Context: an optimization exercise on an open-source flow, tuned for small area and a short achievable clock period. The choices shown serve that exercise and are no tape-out recipe.

Setup of north:
## MAC
module MAC(A,B,out,clk,reset);
	input [15:0] A,B;
	input clk,reset;
	output [35:0] out;
	reg [35:0] acc;
	wire [35:0] nxt;
	always @(posedge clk or posedge reset)
	begin
		if(reset)
			acc <= 36'd0;
		else
			acc <= nxt;
	end
	assign out = acc;
	wire [15:0] An, Bn;
	NOT16 ina(A, An);
	NOT16 inb(B, Bn);
	wire [255:0] pp;
	genvar gi;
	generate for (gi = 0; gi < 16; gi = gi + 1) begin : ppg
		assign pp[16*gi+15:16*gi] = ~(An | {16{Bn[gi]}});
	end endgenerate
	wire hs1;
	wire hc2;
	wire fs3;
	wire fc4;
	wire hs5;
	wire hc6;
	wire fs7;
	wire fc8;
	wire fs9;
	wire fc10;
	wire hs11;
	wire hc12;
	wire fs13;
	wire fc14;
	wire fs15;
	wire fc16;
	wire fs17;
	wire fc18;
	wire hs19;
	wire hc20;
	wire fs21;
	wire fc22;
	wire fs23;
	wire fc24;
	wire fs25;
	wire fc26;
	wire fs27;
	wire fc28;
	wire hs29;
	wire hc30;
	wire fs31;
	wire fc32;
	wire fs33;
	wire fc34;
	wire fs35;
	wire fc36;
	wire fs37;
	wire fc38;
	wire fs39;
	wire fc40;
	wire hs41;
	wire hc42;
	wire fs43;
	wire fc44;
	wire fs45;
	wire fc46;
	wire fs47;
	wire fc48;
	wire fs49;
	wire fc50;
	wire fs51;
	wire fc52;
	wire fs53;
	wire fc54;
	wire hs55;
	wire hc56;
	wire fs57;
	wire fc58;
  ...
Size in the first run: about 36 flip-flops, ~0.0082 sq mm of cells after synthesis.
Settings: LEC_CHECK=0, CAP_MARGIN=20, CORE_MARGIN=2, CORE_UTILIZATION=40, SLEW_MARGIN=20, SYNTH_HIERARCHICAL=1, SYNTH_MINIMUM_KEEP_SIZE=0; clock period 19.0 ns.
standard.sh (not shown) runs the stock make flow with config.mk's settings and CLKGATE_MAP_FILE= SYNTH_SCRIPT=/design/flow/synth_recipe.tcl, a recipe that flattens the netlist after the stock synthesis.
==> flow/flow/run.sh <==
#!/bin/bash
# The standard layout (standard synthesis, floorplan, place, CTS, route) with two changes:
# repair_timing is asked for a larger setup slack than 0 (flow/setup_margin.txt) so that it
# keeps shortening the critical path, and the port buffers that every input and output gets
# are sky130_fd_sc_hd__buf_1 (flow/port_buffer.txt) instead of the delay cell buffer_ports
# picks by default; repair_timing then sizes the ones on critical paths.
# Make's full output goes to make_finish.log; each tool's own log is under orfs/logs/.
set -euo pipefail
MARGIN=$(cat flow/setup_margin.txt)
PBUF=$(cat flow/port_buffer.txt)
bash standard.sh SETUP_SLACK_MARGIN=$MARGIN "BUFFER_PORTS_ARGS=-buffer_cell $PBUF" finish > make_finish.log 2>&1
==> flow/flow/port_buffer.txt <==
sky130_fd_sc_hd__buf_1
==> flow/flow/setup_margin.txt <==
9.5
What south does differently from north at the input level:
# north
export LEC_CHECK = 0
export CAP_MARGIN = 20
export CORE_MARGIN = 2
export CORE_UTILIZATION = 40
export SLEW_MARGIN = 20
export SYNTH_HIERARCHICAL = 1
export SYNTH_MINIMUM_KEEP_SIZE = 0
create_clock -name core_clock -period 19.0 [get_ports {clk}]
# south
export LEC_CHECK = 0
export CAP_MARGIN = 20
export CORE_MARGIN = 2
export CORE_UTILIZATION = 65
export CTS_BUF_LIST = sky130_fd_sc_hd__clkbuf_2 sky130_fd_sc_hd__clkbuf_4 sky130_fd_sc_hd__clkbuf_8
export SLEW_MARGIN = 20
export SYNTH_HIERARCHICAL = 1
export SYNTH_MINIMUM_KEEP_SIZE = 0
create_clock -name core_clock -period 19.0 [get_ports {clk}]
==> flow/flow/setup_margin.txt <==
10
When south is set beside north, its layout-stage area growth over the synthesis result turns out to be 11 points larger. The average via count per standard cell in south sits about 16% above the value recorded for north. When the final numbers for north and south were put side by side, the maximum frequency turned out to be greater in south. Going from north to south, the footprint of the multi-input gates was found to have gone up by 0.89%. Side by side, total global-route track usage turned out higher in south than in north. Post-route clock period utilization: south < north. Post-route worst hold slack up 0.014 ns in south wrt north.
No run of this note included a check of the RTL's function; only the layout flow was run.

[separate check: timing with driven ports]
No port has a modelled driver above. Below, the same layouts with a new extraction and two added sets of constraints. Step 1 sets driving cells, clkbuf_16 on the clock port and buf_2 on the other inputs (assumed; they add their load-dependent delay and slew). Step 2 adds t to the input delays and takes it off the output delays; t is the mean of the earliest and latest rising clock arrival at the registers after step 1. Input paths then give back, and output paths get back, about the clock's delay inside the block. Slacks: ideal ports / drivers / drivers and shift; pairs: ideal ports / drivers.
| run | t (ns) | setup slack, ns | slew at the worst register clock pin (ns) | pins driven straight from the clock port |
|---|---|---|---|---|
| north | 0.349 | 9.771 / 9.792 / 9.443 | 0.07 / 0.07 | 1 |
| south | 0.370 | 10.074 / 10.071 / 9.701 | 0.10 / 0.10 | 1 |
After both steps setup and hold are still met in every run listed. The setup slack of south, which loses most, moves by -0.003 ns with the drivers and by -0.373 ns with both steps.
